Background: an optimization exercise with open tools, aiming at a short achievable clock period and few clock cycles. Do not read the settings as production practice. Function was checked by simulation only, so behaviour that the tests miss may differ from the original.

==> inputs of trial 21 <==
==> flow/design.v <==
`timescale 1ns / 1ps
module CompleteComputer(
    input clk,          input Rst,
    input TBorNot,      input Tb_MEMWE,         input [7:0] Tb_MEMAddr, input [15:0] Tb_MEMData,
    output [15:0] OutPC,output [15:0] OutNextPC,output [15:0] OutMEM,   output [2:0] OutPSW_NZC,
    output Done,        output [15:0] OutReg
    );
    reg  [15:0] IR;          
    reg         IRv;         
    reg  [15:0] PC;          
    reg  [15:0] PCp1;        
    reg  [15:0] PCh, PCl;    
    reg  [7:0]  FA;          
    reg  [255:0] FAw;        
    reg  [2:0]  NZC;         
    reg  [15:0] OutR;        
    reg         run;         
    reg         DoneQ;       
    reg         ldp;         
    reg  [2:0]  ldrd;        
    reg         staleQ;      
    reg  [15:0] MARh, MARl;  
    reg         sp;          
    reg  [7:0]  sA;          
    reg  [15:0] sAh, sAl;    
    reg  [15:0] sD;          
    reg  [15:0] lnk;         
    reg  [15:0] ctg;         
    reg  [15:0] lnkh, lnkl, ctgh, ctgl;   
    reg  [127:0] Rf;         
    reg  [4095:0] mem;       
    reg  [255:0]  mhlt;      
    function [15:0] oh4(input [3:0] x);
        oh4 = 16'd1 << x;
    endfunction
    function [255:0] ohw(input [15:0] h, input [15:0] l);
        integer i;
        for (i = 0; i < 256; i = i + 1) ohw[i] = h[i / 16] & l[i % 16];
    endfunction
    wire [4:0] op = IR[15:11];
    wire [2:0] fd = IR[10:8];
    wire [2:0] fm = IR[7:5];
    wire [2:0] fn = IR[4:2];
    wire i_alu3 = (op == 5'b00000);
    wire i_lhi  = (op == 5'b00001);
    wire i_lli  = (op == 5'b00010);
    wire i_ldri = (op == 5'b00011);
    wire i_ldrr = (op == 5'b00100);
    wire i_stri = (op == 5'b00101);
    wire i_strr = (op == 5'b00110) & ~IR[0];
    wire i_cmp  = (op == 5'b00110) &  IR[0];
    wire i_addi = (op == 5'b00111);
    wire i_subi = (op == 5'b01000);
    wire i_mov  = (op == 5'b01011);
    wire i_j    = (op == 5'b10000);
    wire i_jali = (op == 5'b10001);
    wire i_jalr = (op == 5'b10010);
    wire i_jr   = (op == 5'b10011);
    wire i_bcc  = (op == 5'b11000);
    wire i_bal  = (op == 5'b11001);
    wire i_outr = (op == 5'b11100) & ~IR[0];
    wire i_hlt  = (op == 5'b11100) &  IR[0];
    wire i_ld   = i_ldri | i_ldrr;
    wire i_st   = i_stri | i_strr;
    wire uses_m = i_alu3 | i_ldri | i_ldrr | i_stri | i_strr | i_cmp | i_addi | i_subi
                | i_mov | i_jalr | i_outr;
    wire uses_n = i_alu3 | i_ldrr | i_strr | i_cmp;
    wire uses_d = i_stri | i_strr | i_lhi | i_jr;
    wire cond    = IR[8] ^ (IR[9] ? NZC[0] : NZC[1]);
    wire taken_b = (i_bcc & cond) | i_bal | i_jali;
    wire redir_r = i_jr | i_jalr;
    wire use_x   = taken_b | i_j | redir_r;    
    wire hazard = ldp & ( (uses_m & (fm == ldrd)) | (uses_n & (fn == ldrd))
                        | (uses_d & (fd == ldrd)) );
    wire stale  = staleQ;
    wire exec   = IRv & ~i_hlt & ~hazard & ~stale;
    wire [15:0] Rm = Rf[16*fm +: 16];
    wire [15:0] Rn = Rf[16*fn +: 16];
    wire [15:0] Rd = Rf[16*fd +: 16];
    wire        useimm = i_addi | i_subi;
    wire [15:0] bsel = useimm ? {11'b0, IR[4:0]} : Rn;
    wire        inv  = i_subi | i_cmp | (i_alu3 & IR[1]);
    wire        cin  = i_alu3 ? (IR[0] ? NZC[0] : IR[1]) : (i_subi | i_cmp);
    wire [16:0] sum  = {1'b0, Rm} + {1'b0, bsel ^ {16{inv}}} + {16'b0, cin};
    wire [15:0] res  = sum[15:0];
    wire        setf = i_alu3 | i_cmp | i_addi | i_subi;
    wire [15:0] bop  = bsel ^ {16{inv}};
    wire [15:0] zp   = Rm ^ bop;
    wire [15:0] zc   = {Rm[14:0] | bop[14:0], cin};
    wire        zero = &(zp ~^ zc);
    wire        we_x = exec & (i_alu3 | i_lhi | i_lli | i_addi | i_subi | i_mov | i_jali | i_jalr);
    wire [15:0] wd_x = i_lhi ? {IR[7:0], Rd[7:0]} :
                       i_lli ? {8'h00, IR[7:0]} :
                       i_mov ? Rm :
                       (i_jali | i_jalr) ? PCp1 : res;
    wire [7:0]  addr8 = Rm[7:0] + ((i_ldri | i_stri) ? {3'b0, IR[4:0]} : Rn[7:0]);
    wire        st_en = exec & i_st;
    wire [15:0] rdS, rdX;
    rdw  portS(.d(mem), .w(FAw), .y(rdS));
    wire [15:0] pred  = IR[11] ? lnk : ctg;
    wire [15:0] predh = IR[11] ? lnkh : ctgh;
    wire [15:0] predl = IR[11] ? lnkl : ctgl;
    wire        x_br  = i_bcc | i_bal | i_jali;
    wire        x_j   = i_j;
    wire        x_r   = redir_r & ~(ldp & (i_jr ? (fd == ldrd) : (fm == ldrd)));
    wire        x_ld  = ldp & ~(x_br | x_j | x_r);     
    wire [15:0] ab_l  = x_br ? PCl : {15'b0, x_j};
    wire [15:0] ab_h  = x_br ? PCh : {15'b0, x_j};
    wire [15:0] ao_l  = x_ld ? MARl : x_r ? predl : 16'b0;
    wire [15:0] ao_h  = x_ld ? MARh : x_r ? predh : 16'b0;
    wire [15:0] il    = oh4(IR[3:0]);
    wire [15:0] ih    = oh4(IR[7:4]);
    wire        c4    = x_br & ({1'b0, PC[3:0]} + {1'b0, IR[3:0]} > 5'd15);
    wire [15:0] xl, xh0;
    ohadd  addl(.a(ab_l), .b(il), .o(ao_l), .y(xl));
    ohadd  addh(.a(ab_h), .b(ih), .o(ao_h), .y(xh0));
    wire [15:0] xh    = c4 ? {xh0[14:0], xh0[15]} : xh0;
    wire [255:0] xw = ohw(xh, xl);
    rdw  portX(.d(mem), .w(xw), .y(rdX));
    wire hltS = |(mhlt & FAw);
    wire hltX = |(mhlt & xw);
    wire [7:0]  ba    = PC[7:0] + IR[7:0];
    wire [7:0]  xa    = i_j ? IR[7:0] : redir_r ? pred[7:0] : ba;    
    wire hitS = (st_en & (addr8 == FA)) | (sp & (sA == FA));
    wire hitX = sp & (sA == xa);
    wire [15:0] tgt_b = PC + {{8{IR[7]}}, IR[7:0]};
    wire [15:0] tgt_j = {PC[15:11], IR[10:0]};
    wire [15:0] tgt_r = i_jr ? Rd : Rm;
    wire        pred_ok = (tgt_r == pred);
    wire [15:0] tgt   = redir_r ? tgt_r : i_j ? tgt_j : tgt_b;
    wire [15:0] tgt_b1 = PC + {{8{IR[7]}}, IR[7:0]} + 16'd1;
    wire [15:0] tgt_j1 = {PC[15:11], IR[10:0]} + 16'd1;
    wire [15:0] tgt_r1 = (i_jr ? Rd : Rm) + 16'd1;
    wire [15:0] tgtp1 = redir_r ? tgt_r1 : i_j ? tgt_j1 : tgt_b1;
    wire [15:0] PCp2  = PCp1 + 16'd1;
    wire tb_we = TBorNot & Tb_MEMWE;
    wire [15:0] M0fwd = (tb_we && Tb_MEMAddr == 8'd0) ? Tb_MEMData : mem[15:0];
    reg [15:0] IR_n;
    always @(*) begin
        if (Rst)                  IR_n = M0fwd;
        else if (!IRv)            IR_n = rdS;
        else if (!exec)           IR_n = IR;
        else if (use_x)           IR_n = rdX;
        else                      IR_n = rdS;
    end
    always @(posedge clk) IR <= IR_n;
    reg [7:0] FA_n;
    reg       IRv_n;
    always @(*) begin
        FA_n  = FA;
        IRv_n = IRv;
        if (!IRv) begin
            FA_n  = PCp1[7:0];
            IRv_n = 1'b1;
        end else if (stale) begin
            FA_n  = PC[7:0];
            IRv_n = 1'b0;
        end else if (exec) begin
            if (redir_r & ~pred_ok) begin
                FA_n  = tgt[7:0];
                IRv_n = 1'b0;
            end else if (use_x) begin
                FA_n  = tgtp1[7:0];
            end else begin
                FA_n  = PCp2[7:0];
            end
        end
    end
    wire hit_n  = !IRv ? hitS : (exec & use_x) ? hitX : (exec & hitS);
    wire hlt_n  = !IRv ? hltS : !exec ? i_hlt : use_x ? hltX : hltS;
    wire Done_n = IRv_n & hlt_n & ~st_en & ~hit_n;
    always @(posedge clk or posedge Rst) begin
        if (Rst) begin
            IRv  <= 1'b1;
            DoneQ <= 1'b0;
            PC   <= 16'd0;
            PCh  <= 16'h0001;
            PCl  <= 16'h0001;
            PCp1 <= 16'd1;
            FA   <= 8'd1;
            FAw  <= 256'd2;
            NZC  <= 3'b000;
            OutR <= 16'd0;
            run  <= 1'b0;
            ldp  <= 1'b0;
            staleQ <= 1'b0;
            sp   <= 1'b0;
            lnk  <= 16'd0;
            lnkh <= 16'h0001;
            lnkl <= 16'h0001;
            ctg  <= 16'd0;
            ctgh <= 16'h0001;
            ctgl <= 16'h0001;
        end else begin
            run <= 1'b1;
            ldp <= (exec & i_ld) | (ldp & ~x_ld & ~(we_x & (fd == ldrd)));
            staleQ <= hit_n;
            sp  <= st_en;
            FA  <= FA_n;
            IRv <= IRv_n;
            DoneQ <= Done_n;
            FAw <= 256'd1 << FA_n;
            if (exec) begin
                if (use_x) begin
                    PC   <= tgt;
                    PCh  <= oh4(tgt[7:4]);
                    PCl  <= oh4(tgt[3:0]);
                    PCp1 <= tgtp1;
                end else begin
                    PC   <= PCp1;
                    PCh  <= oh4(PCp1[7:4]);
                    PCl  <= oh4(PCp1[3:0]);
                    PCp1 <= PCp2;
                end
                if (setf) NZC <= {res[15], zero, sum[16]};
                if (i_jali | i_jalr) begin
                    lnk  <= PCp1;
                    lnkh <= oh4(PCp1[7:4]);
                    lnkl <= oh4(PCp1[3:0]);
                end
                if (i_jalr) begin
                    ctg  <= Rm;
                    ctgh <= oh4(Rm[7:4]);
                    ctgl <= oh4(Rm[3:0]);
                end
                if (i_outr) OutR <= Rm;
            end
        end
    end
    always @(posedge clk) begin
        if (exec & i_ld) begin
            MARh <= oh4(addr8[7:4]);
            MARl <= oh4(addr8[3:0]);
            ldrd <= fd;
        end
        if (st_en) begin
            sA  <= addr8;
            sAh <= oh4(addr8[7:4]);
            sAl <= oh4(addr8[3:0]);
            sD  <= Rd;
        end
    end
    genvar gi;
    generate
        for (gi = 0; gi < 8; gi = gi + 1) begin : genR
            always @(posedge clk) begin
                if (we_x && fd == gi)          Rf[16*gi +: 16] <= wd_x;
                else if (x_ld && ldrd == gi)   Rf[16*gi +: 16] <= rdX;
            end
        end
    endgenerate
    wire [15:0] wdata = run ? sD : Tb_MEMData;
    wire        swe   = sp;
    wire [15:0] Th    = oh4(Tb_MEMAddr[7:4]);
    wire [15:0] Tl    = oh4(Tb_MEMAddr[3:0]);
    generate
        for (gi = 0; gi < 256; gi = gi + 1) begin : genM
            always @(posedge clk) begin
                if ((tb_we && Th[gi/16] && Tl[gi%16]) || (swe && sAh[gi/16] && sAl[gi%16]))
                begin
                    mem[16*gi +: 16] <= wdata;
                    mhlt[gi] <= (wdata[15:11] == 5'b11100) & wdata[0];
                end
            end
        end
    endgenerate
    reg  [15:0] OutM;
    wire [15:0] rdT;
    rdw  portT(.d(mem), .w(ohw(Th, Tl)), .y(rdT));
    always @(posedge clk) OutM <= rdT;
    assign OutMEM     = OutM;
    assign OutPC      = PC;
    assign OutNextPC  = PCp1;
    assign OutPSW_NZC = NZC;
    assign OutReg     = OutR;
    assign Done       = DoneQ;
endmodule
module rdw(input [4095:0] d, input [255:0] w, output [15:0] y);
    genvar b, k;
    generate
        for (b = 0; b < 16; b = b + 1) begin : bit_
            wire [255:0] col;
            for (k = 0; k < 256; k = k + 1) begin : w_
                assign col[k] = d[16*k + b] & w[k];
            end
            assign y[b] = |col;
        end
    endgenerate
endmodule
module ohadd(input [15:0] a, input [15:0] b, input [15:0] o, output [15:0] y);
    genvar k, j;
    generate
        for (k = 0; k < 16; k = k + 1) begin : out_
            wire [15:0] t;
            for (j = 0; j < 16; j = j + 1) begin : term
                assign t[j] = a[j] & b[(k - j + 16) % 16];
            end
            assign y[k] = (|t) | o[k];
        end
    endgenerate
endmodule
==> flow/flow/run.sh <==
#!/bin/bash
# The standard layout, with the timing repair aimed below the 10 ns clock
# (a setup margin), on the worst endpoints only, so the achieved period shrinks.
# The constraints are the standard flow's; only the repair target changes.
set -uo pipefail
bash standard.sh synth > synth.log 2>&1
bash standard.sh SETUP_SLACK_MARGIN=6 TNS_END_PERCENT=100 finish > layout.log 2>&1
==> flow/standard.sh <==
#!/bin/bash
# synth_recipe.tcl (not shown) runs the flow's synth.tcl, then flattens the netlist and writes it again
# the make line also repeats each setting of config.mk as NAME=value (left out here)
make -C /OpenROAD-flow-scripts/flow DESIGN_CONFIG=/design/flow/config.mk WORK_HOME=/design/flow/orfs CLKGATE_MAP_FILE= SYNTH_SCRIPT=/design/flow/synth_recipe.tcl "${@:-finish}"
==> flow/config.mk <==
export PLATFORM = sky130hd
export DESIGN_NAME = CompleteComputer
export DESIGN_NICKNAME = CompleteComputer
export VERILOG_FILES = /design/flow/design.v
export SDC_FILE = /design/flow/constraint.sdc
export NUM_CORES = 4
export LEC_CHECK = 0
export ABC_CLOCK_PERIOD_IN_PS = 1000
export CAP_MARGIN = 20
export CELL_PAD_IN_SITES_DETAIL_PLACEMENT = 1
export CELL_PAD_IN_SITES_GLOBAL_PLACEMENT = 2
export CORE_MARGIN = 2
export CORE_UTILIZATION = 40
export SLEW_MARGIN = 20
==> flow/constraint.sdc <==
create_clock -name core_clock -period 10.0 [get_ports {clk}]
set_input_delay 2.0000 -clock core_clock [delete_from_list [all_inputs] [get_ports {clk}]]
set_output_delay 2.0000 -clock core_clock [all_outputs]
set_load 0.01 [all_outputs]
==> build 12 (differences from trial 21) <==
--- a/flow/design.v
+++ b/flow/design.v
@@ -13,3 +13,3 @@
     reg  [7:0]  FA;          
-    reg  [255:0] FAw;        
+    reg  [15:0] FAh, FAl;    
     reg  [2:0]  NZC;         
@@ -31,3 +31,2 @@
     reg  [4095:0] mem;       
-    reg  [255:0]  mhlt;      
     function [15:0] oh4(input [3:0] x);
@@ -35,6 +34,2 @@
     endfunction
-    function [255:0] ohw(input [15:0] h, input [15:0] l);
-        integer i;
-        for (i = 0; i < 256; i = i + 1) ohw[i] = h[i / 16] & l[i % 16];
-    endfunction
     wire [4:0] op = IR[15:11];
@@ -98,3 +93,3 @@
     wire [15:0] rdS, rdX;
-    rdw  portS(.d(mem), .w(FAw), .y(rdS));
+    rdoh portS(.d(mem), .hi(FAh), .lo(FAl), .y(rdS));
     wire [15:0] pred  = IR[11] ? lnk : ctg;
@@ -117,9 +112,6 @@
     wire [15:0] xh    = c4 ? {xh0[14:0], xh0[15]} : xh0;
-    wire [255:0] xw = ohw(xh, xl);
-    rdw  portX(.d(mem), .w(xw), .y(rdX));
-    wire hltS = |(mhlt & FAw);
-    wire hltX = |(mhlt & xw);
+    rdoh portX(.d(mem), .hi(xh), .lo(xl), .y(rdX));
     wire [7:0]  ba    = PC[7:0] + IR[7:0];
     wire [7:0]  xa    = i_j ? IR[7:0] : redir_r ? pred[7:0] : ba;    
-    wire hitS = (st_en & (addr8 == FA)) | (sp & (sA == FA));
+    wire hitS = sp & (sA == FA);
     wire hitX = sp & (sA == xa);
@@ -152,4 +144,6 @@
         if (!IRv) begin
-            FA_n  = PCp1[7:0];
-            IRv_n = 1'b1;
+            if (!hitS) begin
+                FA_n  = PCp1[7:0];
+                IRv_n = 1'b1;
+            end
         end else if (stale) begin
@@ -162,5 +156,7 @@
             end else if (use_x) begin
-                FA_n  = tgtp1[7:0];
+                FA_n  = hitX ? tgt[7:0] : tgtp1[7:0];
+                IRv_n = ~hitX;
             end else begin
-                FA_n  = PCp2[7:0];
+                FA_n  = hitS ? PCp1[7:0] : PCp2[7:0];
+                IRv_n = ~hitS;
             end
@@ -168,5 +164,3 @@
     end
-    wire hit_n  = !IRv ? hitS : (exec & use_x) ? hitX : (exec & hitS);
-    wire hlt_n  = !IRv ? hltS : !exec ? i_hlt : use_x ? hltX : hltS;
-    wire Done_n = IRv_n & hlt_n & ~st_en & ~hit_n;
+    wire Done_n = IRv_n & (IR_n[15:11] == 5'b11100) & IR_n[0] & ~st_en;
     always @(posedge clk or posedge Rst) begin
@@ -180,3 +174,4 @@
             FA   <= 8'd1;
-            FAw  <= 256'd2;
+            FAh  <= 16'h0001;
+            FAl  <= 16'h0002;
             NZC  <= 3'b000;
@@ -196,3 +191,3 @@
             ldp <= (exec & i_ld) | (ldp & ~x_ld & ~(we_x & (fd == ldrd)));
-            staleQ <= hit_n;
+            staleQ <= st_en & (addr8 == PCp1[7:0]);
             sp  <= st_en;
@@ -201,3 +196,4 @@
             DoneQ <= Done_n;
-            FAw <= 256'd1 << FA_n;
+            FAh <= oh4(FA_n[7:4]);
+            FAl <= oh4(FA_n[3:0]);
             if (exec) begin
@@ -259,6 +255,3 @@
                 if ((tb_we && Th[gi/16] && Tl[gi%16]) || (swe && sAh[gi/16] && sAl[gi%16]))
-                begin
                     mem[16*gi +: 16] <= wdata;
-                    mhlt[gi] <= (wdata[15:11] == 5'b11100) & wdata[0];
-                end
             end
@@ -268,3 +261,3 @@
     wire [15:0] rdT;
-    rdw  portT(.d(mem), .w(ohw(Th, Tl)), .y(rdT));
+    rdoh portT(.d(mem), .hi(Th), .lo(Tl), .y(rdT));
     always @(posedge clk) OutM <= rdT;
@@ -277,13 +270,15 @@
 endmodule
-module rdw(input [4095:0] d, input [255:0] w, output [15:0] y);
-    genvar b, k;
+module rdoh(input [4095:0] d, input [15:0] hi, input [15:0] lo, output [15:0] y);
+    wire [255:0] g;      
+    genvar h, l;
     generate
-        for (b = 0; b < 16; b = b + 1) begin : bit_
-            wire [255:0] col;
-            for (k = 0; k < 256; k = k + 1) begin : w_
-                assign col[k] = d[16*k + b] & w[k];
+        for (h = 0; h < 16; h = h + 1) begin : grp
+            wire [255:0] part;
+            for (l = 0; l < 16; l = l + 1) begin : w
+                assign part[16*l +: 16] = d[16*(16*h+l) +: 16];
             end
-            assign y[b] = |col;
+            ohmux16 m(.d(part), .s(lo), .y(g[16*h +: 16]));
         end
     endgenerate
+    ohmux16 top(.d(g), .s(hi), .y(y));
 endmodule
@@ -299,2 +294,14 @@
         end
+    endgenerate
+endmodule
+module ohmux16(input [255:0] d, input [15:0] s, output [15:0] y);
+    genvar b, k;
+    generate
+        for (b = 0; b < 16; b = b + 1) begin : bit_
+            wire [15:0] col;
+            for (k = 0; k < 16; k = k + 1) begin : w
+                assign col[k] = d[16*k + b] & s[k];
+            end
+            assign y[b] = |col;
+        end
     endgenerate
Settings changed: CORE_UTILIZATION 40 to 32.
==> comparison <==
In trial 21 the synthesized cell count is higher than in build 12, by about 8%. Area after synthesis: build 12 is lower than trial 21 (about 7%). Build 12 finished but fails on max-capacitance violations, max-slew violations. Trial 21 never finished: it broke off in global routing (5_1_grt) (GRT-0116).
==> figures <==
item                                                                                                    build 12                   trial 21
Result of the run                                                                       finished with violations  aborted with a tool error
Stage where the flow stopped                                                                                   -   global routing (5_1_grt)
Reasons for failing layout checks                                max-capacitance violations, max-slew violations                          -
Post-synthesis instance area                                                                         229000 um^2                247100 um^2
Post-synthesis share of cell area spent on xor and xnor gates                                            0.5050%                    0.4536%
Net count after synthesis                                                                                  18071                      19457
Synthesized-area fraction occupied by ao, oa, aoi and oai cells                                           26.81%                     25.64%
Setup Slack @ Placement                                                                                 1.769 ns                   1.131 ns
Top cell type's share of synthesized area                                                                 56.73%                     55.73%
Clock net sink count                                                                                        4572                       5052
Placer congestion estimate                                                                                 1.049                      2.036
Count of standard-cell rows                                                                                  310                        288
HPWL after DPL                                                                                           1084 mm                    2754 mm
Mapped Avg Cell Area                                                                                  12.74 um^2                 12.77 um^2
Width of the chip                                                                                       849.9 um                   790.0 um
Adder-cell share of the synthesized area                                                                 0.3847%                    0.3564%
Cell area reported after detailed placement                                                          249600 um^2                280300 um^2
Cells after DPL                                                                                            26942                      28086
Number of buffers inserted during clock tree synthesis                                                       562                        566
Sequential area share after synthesis                                                                     59.38%                     60.41%
Fraction of synthesized area in multiplexers                                                              2.456%                     2.256%
Unique cell type count in the Yosys netlist                                                                  114                        105
Number of setup buffers added after CTS                                                                      468                       1549
Starting density of the core                                                                              32.12%                     40.16%
Testbench counts of trial 21, summed over its fixed seeds: cycles 43,220.
Testbench counts of build 12, summed over its fixed seeds: cycles 43,220.

==> afterwards: timing with drivers on the ports <==
No port has a modelled driver above. Below, the same layout with a new extraction and two added sets of constraints.
Step 1 sets driving cells, clkbuf_16 on the clock port and buf_2 on the other inputs (assumed; they add their load-dependent delay and slew).
Step 2, shift: input delay + t, output delay - t, t = (earliest + latest rising clock arrival at the registers) / 2. This alone moves slack from input paths to output paths.
Three values: ideal, step 1, step 2; two values: the first two.
run: build 12
t (ns): 1.369
slack for setup (ns): 3.556 / 3.556 / 3.556
pins driven straight from the clock port: 1
For build 12, drivers alone change the setup slack by 0.000 ns; drivers and shift together by 0.000 ns.
